Context: an optimization exercise on an open-source flow, tuned for small area and a short achievable clock period. The choices shown serve that exercise and are no tape-out recipe.
The RTL was checked by simulation tests, not by an equivalence proof against the original design.
Power figures rest on the tool's default switching activity, not on a simulated workload.

==> flow/design.v (outline; a module is shown in full before it is edited, if it fits) <==
// module user_logic: 1030 lines
// module fa: 4 lines
module user_logic
(
  Bus2IP_Clk,
  Bus2IP_Reset,
  Bus2IP_Data,
  Bus2IP_BE,
  Bus2IP_RdCE,
  Bus2IP_WrCE,
  IP2Bus_Data,
  IP2Bus_RdAck,
  IP2Bus_WrAck,
  IP2Bus_Error
);
  // ...
==> flow/run.sh <==
#!/bin/bash
# synth_recipe.tcl (not shown) runs the flow's synth.tcl, then flattens the netlist and writes it again
# the make line also repeats each setting of config.mk as NAME=value (left out here)
make -C /OpenROAD-flow-scripts/flow DESIGN_CONFIG=/design/flow/config.mk WORK_HOME=/design/flow/orfs CLKGATE_MAP_FILE= SYNTH_SCRIPT=/design/flow/synth_recipe.tcl finish
==> flow/config.mk <==
export PLATFORM = sky130hd
export DESIGN_NAME = user_logic
export DESIGN_NICKNAME = user_logic
export VERILOG_FILES = /design/flow/design.v
export SDC_FILE = /design/flow/constraint.sdc
export NUM_CORES = 4
export LEC_CHECK = 0
export ABC_AREA = 1
export CAP_MARGIN = 20
export CORE_MARGIN = 2
export CORE_UTILIZATION = 40
export SLEW_MARGIN = 20
export SYNTH_HIERARCHICAL = 1
export SYNTH_MINIMUM_KEEP_SIZE = 0
==> flow/constraint.sdc <==
create_clock -name core_clock -period 8.5 [get_ports {Bus2IP_Clk}]
set_input_delay 1.7000 -clock core_clock [delete_from_list [all_inputs] [get_ports {Bus2IP_Clk}]]
set_output_delay 1.7000 -clock core_clock [all_outputs]
set_load 0.01 [all_outputs]
==> flow_metrics.tcl, run 1 <==
set metrics [dict create \
    status "complete, no violations" \
    route.layer.met1.wl_um 19800 \
    vias 12600 \
    critPathRequiredTime_ns 6.80 \
    layout_commonest_cell "xor2_1" \
    crit_path_start "Bus2IP_RdCE[1]" \
    synth_edf_count 0 \
    synth_area_um2 15000 \
    fmax_ghz 0.175 \
    busiest_layer "met2" \
    syn-instance-count 1638 \
    top_layer_used "met5" \
    cts_buffers 17 \
    finClkSkew_ns 0.0134 \
    clock_buffers 17 \
    routedWlPerCell_um 23.3 \
    path_cells "clkdlybuf4s50_1 > inv_1 > nor3_1 > inv_1 > buf_4 > o221ai_1 > clkdlybuf4s50_1" \
    p_clk_uw 846 \
    power_mw 2.56 \
    synth.ff_latch_count 146 \
    finalCritPeriodShare_pct 67.3 \
    worst_slew_pin_slew_ns 1.19 \
    worst_setup_path_end_kind "primary output" \
    r2r-start "slv_reg1[14]" \
    rsz0062_at_grt "no" \
    finalSetupTns_ns 0 \
    comb.multi_input.count 1217 \
    p_leak_nw 8.29 \
    period_minus_slack_ns 5.72 \
    gp_congestion 0.921 \
]
==> inputs of run 2 (changes only) <==
--- a/flow/config.mk
+++ b/flow/config.mk
@@ -11,2 +11,3 @@
 export CORE_UTILIZATION = 40
+export SETUP_SLACK_MARGIN = 4
 export SLEW_MARGIN = 20
@@ -14 +15,2 @@
 export SYNTH_MINIMUM_KEEP_SIZE = 0
+export TNS_END_PERCENT = 5
==> run 2 against run 1 <==
Net effect: sequential cell count unchanged; utilization up 3.9 points; synthesized area unchanged; synthesized cell count unchanged; hold slack worse by 0.0085 ns; die area unchanged; critical path depth up 3; sequential share of layout area down 1.2 points; largest cell class unchanged; largest power group is now combinational logic.
==> flow_metrics.tcl, run 2 <==
set metrics [dict create \
    antenna_found_initial 0 \
    cts_sinks 146 \
    setup.worst_path.start_class "flop" \
    synth_cell_types 34 \
    slew_viol_final 0 \
    yosysWarnings 7 \
    dp_hpwl_um 34300 \
    cap_viol_max_count 0 \
    totalWireLength_um 54400 \
    synth.ff_latch_count 146 \
    cts_tree "built" \
    htreeDepth 4 \
    gr-total-overflow 0 \
    ir_worst_vdd_mv 0.137 \
    routedWlPerCell_um 25.0 \
    critPathArrivalTime_ns 4.87 \
    place_ws_ns 2.89 \
    cp_common_cell "fa_1" \
    yosys.area.top_type "fa_1" \
    combPwrFrac_pct 35.7 \
    hold_viol 0 \
    area_growth_pct 21.1 \
    p_int_mw 1.62 \
    crit_fanout 15 \
    drt-initial-drc-count 1658 \
    diodes 0 \
    status "complete, no violations" \
    layout_setup_ws_ns 3.95 \
    min-delay-start "tx[0]" \
    crit_path_start "slv_reg0[12]" \
    fmax_ghz 0.220 \
    synthArstFlopShare_pct 0 \
    max_stage_delay_ns 0.58 \
    cts-root-buf "clkbuf_16" \
    pwr-share-seq_pct 33.0 \
    finClkSkew_ns 0.0133 \
    die_y_um 198 \
    yosysTopAreaCellShare_pct 31.0 \
    vias 13200 \
    drive_above_1_share_pct 17.5 \
    final_cells 2173 \
    final_core_util_pct 49.4 \
    reg2reg_depth 10 \
    grt_pass1_vias 13500 \
    path_clk_slew_ns 0.07 \
    crit_slowest_cell "inv_1" \
    power_per_cell_area_nw_per_um2 144 \
    min_path_cells 2 \
    grt_pass1_wl_um 80300 \
    cts_hold_buf 0 \
    remaining_drc_errors 0 \
    place_inst 2074 \
    num_io_pins 79 \
    synthTopCellsByCount "262 x xor2_1, 255 x o22ai_1, 232 x fa_1, 157 x nand2_1, 146 x dfxtp_1" \
    row_count 70 \
    clockPowerShare_pct 31.3 \
    fin_area_um2 18200 \
    syn-num-nets 1930 \
    io_buffers 77 \
    holdPathEnd "slv_reg2[31]" \
    synth_ff_type "dfxtp_1" \
    worst_skew_pair.late_latency_ns 0.45 \
    antenna_left 0 \
    p_switching_uw 991 \
    dieArea_um2 39100 \
    p_leak_nw 8.98 \
    start_util_pct 40.8 \
    synth_edf_count 0 \
    layout_common_cells "261 x xor2_1, 242 x o22ai_1, 215 x fa_1, 137 x nand2_1, 135 x dfxtp_1" \
    path_cells "inv_1 > o22ai_1 > xor2_1 > fa_1 > fa_1 > fa_1 > fa_1 > fa_1 > fa_1 > fa_1" \
    critPathRequiredTime_ns 8.81 \
    cts_buffer_depth 2 \
    finalCritPeriodShare_pct 53.5 \
    worst_slew_pin_slew_ns 0.939 \
    syn-instance-count 1638 \
    timing.rr.end "tx[25]" \
    syn_area_per_cell_um2 9.15 \
    critical_path_class "reg -> reg" \
    worst_setup_path_end_kind "flop" \
    gp_congestion 0.890 \
    fp.dieW_um 198 \
    core_um2 36800 \
    yosysSeqAreaShare_pct 19.5 \
    grt_max_degree 66 \
    slew_headroom_pct 37.0 \
    vias_per_cell 6.08 \
    finalSetupTns_ns 0 \
    dr.pass1.iters 6 \
    rsz0062_at_grt "yes" \
    swShare_pct 37.9 \
    r2r-start "slv_reg0[12]" \
    nNetsFinal 1984 \
    synth_area_leaders "fa_1 31%, dfxtp_1 19%, xor2_1 15%" \
    hp-class "reg -> reg" \
    setup_viol 0 \
    globalRouteTotalUtil_pct 27.4 \
    synth_area_um2 15000 \
    period_minus_slack_ns 4.55 \
    layout_commonest_cell "xor2_1" \
    yosysMostFrequentCell "xor2_1" \
    placed_area_um2 16100 \
    r2r_slack_ns 3.95 \
    cts_buffers 17 \
]
[run 2: per-module statistics from Yosys (local to each module, per instance)]
module	cells	area, um^2	flip-flops and latches
user_logic	1414	10500	146
fa	1	20.0	0
[run 2: repair_timing]
action | CTS | global route
endpoints found under the hold margin | 0 | 0
setup buffers | 47 | 4
pin swaps | 26 | 25
cloned | 11 | 5
gates resized for setup | 182 | 149
endpoints found under the setup margin | 60 | 49
[run 2: worst max-delay path by stage]
stage,end,slack (ns)
2_1_floorplan,tx[27],4.01
3_3_place_gp,tx[29],2.95
3_5_place_dp,tx[29],2.89
4_1_cts,IP2Bus_Data[20],3.66
5_1_grt,tx[29],3.86
6_report,tx[25],3.95
[run 2: cells by family (layout without fill, tap and decap cells)]
| kind of cell | count (synthesis) | count (layout) | share of synthesized area [%] |
|---|---|---|---|
| compound gates | 390 | 390 | 17.2 |
| simple gates | 315 | 316 | 8.59 |
| xor+xnor | 263 | 263 | 15.4 |
| fa+ha+maj | 248 | 248 | 32.3 |
| buf+inv | 275 | 341 | 7.03 |
| other cells | 1 | 1 | 0.0250 |
| flops | 146 | 146 | 19.5 |
[run 2: per-stage QoR]
stage               power, mW  hold WS [ns]
detailed placement       1.72         0.407
global route             2.76         0.435
floorplan                1.44         0.394
finish                   2.61         0.409
CTS                      2.59         0.412
global placement         1.70         0.400
[run 2: layer usage]
layer,GRT usage [%],vias to the layer above,routed length [um]
li1,-,5647,-
met1,35.9,6516,21700
met2,43.2,872,24700
met3,5.98,169,5610
met4,12.9,0,2430
met5,0,-,0
[run 2: power groups by stage]
stage               clock network, mW  logic [mW]  registers (mW)
finish                          0.819       0.933           0.861
global route                    0.852        1.03           0.873
CTS                             0.828       0.905           0.861
detailed placement                  0       0.848           0.876
global placement                    0       0.827           0.874
floorplan                           0       0.586           0.854
[run 2: layout make-up]
| type | instances | area, um^2 |
|---|---|---|
| clock buffer | 17 | 425 |
| sequential | 146 | 2950 |
| inverter | 124 | 508 |
| fill | 3331 | 18600 |
| timing repair buffer | 185 | 2050 |
| tap | 468 | 586 |
| clock inverter | 15 | 188 |
| multi-input combinational | 1218 | 11400 |
[run 2: critical path, delay by kind of cell, from the launching register on]
kind / cells / cell delay (ns)
buffers and inverters: 1 / 0.58
adder cells (fa/ha/maj): 7 / 3.13
XOR/XNOR: 1 / 0.20
AO/OA/AOI/OAI: 1 / 0.21
flip-flops: 1 / 0.30
==> inputs of run 3 (changes only) <==
--- a/flow/config.mk
+++ b/flow/config.mk
@@ -10,3 +10,3 @@
 export CORE_MARGIN = 2
-export CORE_UTILIZATION = 40
+export CORE_UTILIZATION = 65
 export SETUP_SLACK_MARGIN = 4
==> run 3 against run 2 <==
Net effect: final cell count is 7.3% lower; still clean on timing, DRC and antenna; first-iteration DRC count is 45% higher; hold slack better by 0.037 ns; die area is 38% lower; fmax is 4.2% lower; setup slack worse by 0.20 ns; clock power is 1% higher; sequential power is 1% higher; register-to-register slack worse by 0.20 ns; largest cell class unchanged; wire length is 2.9% higher; sequential share of layout area is 0.20 points lower; highest routed layer is now met5.
==> flow_metrics.tcl, run 3 <==
set metrics [dict create \
    final_core_util_pct 81.3 \
    route.layer.met1.wl_um 19300 \
    row_count 55 \
    io_buffers 77 \
    rsz0062_at_grt "yes" \
    slew_headroom_pct 45.9 \
    grt_max_degree 66 \
    area_growth_pct 22.8 \
    synth_edf_count 0 \
    setup.worst_path.start_class "flop" \
    grt_pass1_vias 13300 \
    worst_setup_path_end_kind "flop" \
    place_inst 1887 \
    critical_path_class "reg -> reg" \
    yosysSeqAreaShare_pct 19.5 \
    dieArea_um2 24300 \
    finalSetupTns_ns 0 \
    antenna_found_initial 1 \
    fmax_ghz 0.210 \
    yosysTopAreaCellShare_pct 31.0 \
    critPathArrivalTime_ns 5.07 \
    drive_above_1_share_pct 20.4 \
    vias 14300 \
    dr.pass1.iters 11 \
    p_leak_nw 9.12 \
    dp_hpwl_um 31500 \
    hold_ws_ns 0.446 \
    fp.dieW_um 156 \
    synthArstFlopShare_pct 0 \
    met2WireLength_um 23800 \
    routedWlPerCell_um 27.8 \
    cts_tree "built" \
    cts_buffers 17 \
    yosysWarnings 7 \
    yosys.area.top_type "fa_1" \
    syn-instance-count 1638 \
    final_cells 2015 \
    gp_congestion 0.905 \
    critPathRequiredTime_ns 8.82 \
    gr-total-overflow 0 \
    layout_commonest_cell "xor2_1" \
    ir_worst_vdd_mv 0.123 \
    synth_cell_types 34 \
    worst_skew_pair.late_latency_ns 0.45 \
    cap_viol_max_count 0 \
    synth_area_um2 15000 \
    drt-initial-drc-count 2400 \
    vias_per_cell 7.09 \
    synthTopCellsByCount "262 x xor2_1, 255 x o22ai_1, 232 x fa_1, 157 x nand2_1, 146 x dfxtp_1" \
    power_per_cell_area_nw_per_um2 145 \
    nNetsFinal 2010 \
    syn-num-nets 1930 \
    synth_ff_type "dfxtp_1" \
    globalRouteTotalUtil_pct 43.1 \
    status "complete, no violations" \
    place_ws_ns 2.65 \
    core_um2 22600 \
    yosysMostFrequentCell "xor2_1" \
    synth.ff_latch_count 146 \
    synth_area_leaders "fa_1 31%, dfxtp_1 19%, xor2_1 15%" \
    crit_fanout 10 \
    top_layer_used "met5" \
    slew_viol_final 0 \
    finalCritPeriodShare_pct 55.9 \
    path_clk_slew_ns 0.07 \
    period_minus_slack_ns 4.75 \
    htreeDepth 4 \
    num_io_pins 79 \
    diodes 0 \
    finClkSkew_ns 0.0146 \
    die_y_um 156 \
    syn_area_per_cell_um2 9.15 \
    layout_setup_ws_ns 3.75 \
    met3_length_um 8500 \
    hp-class "reg -> reg" \
    remaining_drc_errors 0 \
    grt_pass1_wl_um 78500 \
    start_util_pct 66.2 \
    setup_viol 0 \
    cts_sinks 146 \
    layout_common_cells "256 x xor2_1, 233 x o22ai_1, 211 x fa_1, 135 x dfxtp_1, 122 x nand2_1" \
    cts-root-buf "clkbuf_16" \
    hold_viol 0 \
    cts_buffer_depth 2 \
    antenna_left 0 \
    worst_slew_pin_slew_ns 0.811 \
    cts_hold_buf 0 \
    totalWireLength_um 56000 \
]
## run 3: changes by cell type in the layout (fill, tap and decap cells not counted), sizes merged
cell | before | now
clkinvlp | 8 | 17
nand2 | 170 | 169
clkdlybuf4s15 | 0 | 1
clkinv | 15 | 10
bufbuf | 9 | 12
bufinv | 2 | 3
inv | 114 | 111
dlygate4sd2 | 0 | 3
clkbuf | 30 | 23
buf | 120 | 148
dlymetal6s2s | 4 | 0
## run 3: kinds of logic after synthesis
group / after synthesis / share of synthesized area [%]
other cells: 1 / 0.0250
flops: 146 / 19.5
simple gates: 315 / 8.59
buf+inv: 275 / 7.03
compound gates: 390 / 17.2
fa+ha+maj: 248 / 32.3
xor+xnor: 263 / 15.4
## run 3: per-module statistics from Yosys, one instance, submodules excluded
| module | times used | cell area (um^2) | cells |
|---|---|---|---|
| user_logic | 1 | 10500 | 1414 |
| fa | 224 | 20.0 | 1 |
## run 3: final timing paths
check,startpoint,endpoint,slack [ns],cells after the start
hold reg to reg,tx[0],slv_reg2[31],0.45,2
setup / recovery,slv_reg0[18],ty[31],3.75,9
setup reg to reg,slv_reg0[18],ty[31],3.75,9
hold / removal,tx[0],slv_reg2[31],0.45,2
## run 3: through the flow
step           area [um^2]  power (mW)
2_1_floorplan        15000        1.44
3_3_place_gp         15800        1.69
3_5_place_dp         15800        1.71
4_1_cts              17500        2.58
5_1_grt              18400        2.78
6_report             18400        2.67
## run 3: what timing repair did
item,CTS,global route
pin swaps,20,60
cloned,14,7
gates resized for setup,286,107
endpoints found under the setup margin,59,47
setup buffers,33,43
hold endpoints to repair,0,0
## run 3: per-layer routing
metal / vias up / global-route usage, %
met5: - / 0
met4: 4 / 20.4
met3: 426 / 15.1
met2: 1405 / 63.9
met1: 6769 / 56.8
li1: 5682 / -
## run 3: final cells by class
type                    instances  area, um^2
inverters                     124         519
repair inverters                5        30.0
multi-input cells            1217       11600
well taps                     285         357
clock buffers                  19         433
clock inverters                12         171
flip-flops and latches        146        2960
fillers                      1351        4230
repair buffers                207        2330
## run 3: where the power goes
part / leakage (nW) / internal [mW] / switching [mW]
sequential: 1.20 / 0.796 / 0.0737
clock: 0.288 / 0.469 / 0.362
combinational: 7.63 / 0.394 / 0.573
total: 9.12 / 1.66 / 1.01
## run 3: worst max-delay path: stages, from the launching register on
cell,delay (ns)
dfxtp_1,0.52
clkinvlp_2,0.69
o22ai_1,0.47
xor2_1,0.20
fa_1,0.47
fa_1,0.43
fa_1,0.52
fa_1,0.41
fa_1,0.51
fa_1,0.41

separate check: timing with driven ports:
How much do the figures lean on ideal ports? The routed layouts below were timed once more, with nothing changed but the port constraints. Step 1: set_driving_cell puts a clkbuf_16 on Bus2IP_Clk and a buf_2 on each other input, an assumption about the parent block. Step 2 moves the port delays by t, midway between the first and last clock arrival at a register: inputs arrive t later, outputs are due t later. That takes back most of the time a late clock gives input paths. a / b / c = no drivers / after step 1 / after step 2; a / b = the first two.
| run | t, ns | setup slack, ns | slew at the worst register clock pin (ns) | worst data-port slew with drivers (ns) |
|---|---|---|---|---|
| run 1 | 0.504 | 2.776 / 2.752 / 2.752 | 0.08 / 0.08 | 0.08 |
| run 2 | 0.497 | 3.948 / 3.948 / 3.948 | 0.08 / 0.08 | 0.06 |
| run 3 | 0.492 | 3.748 / 3.748 / 3.748 | 0.08 / 0.08 | 0.08 |
After both steps every run listed still meets setup and hold. For run 1, which loses most, drivers alone change the setup slack by -0.024 ns; drivers and shift together by -0.024 ns.
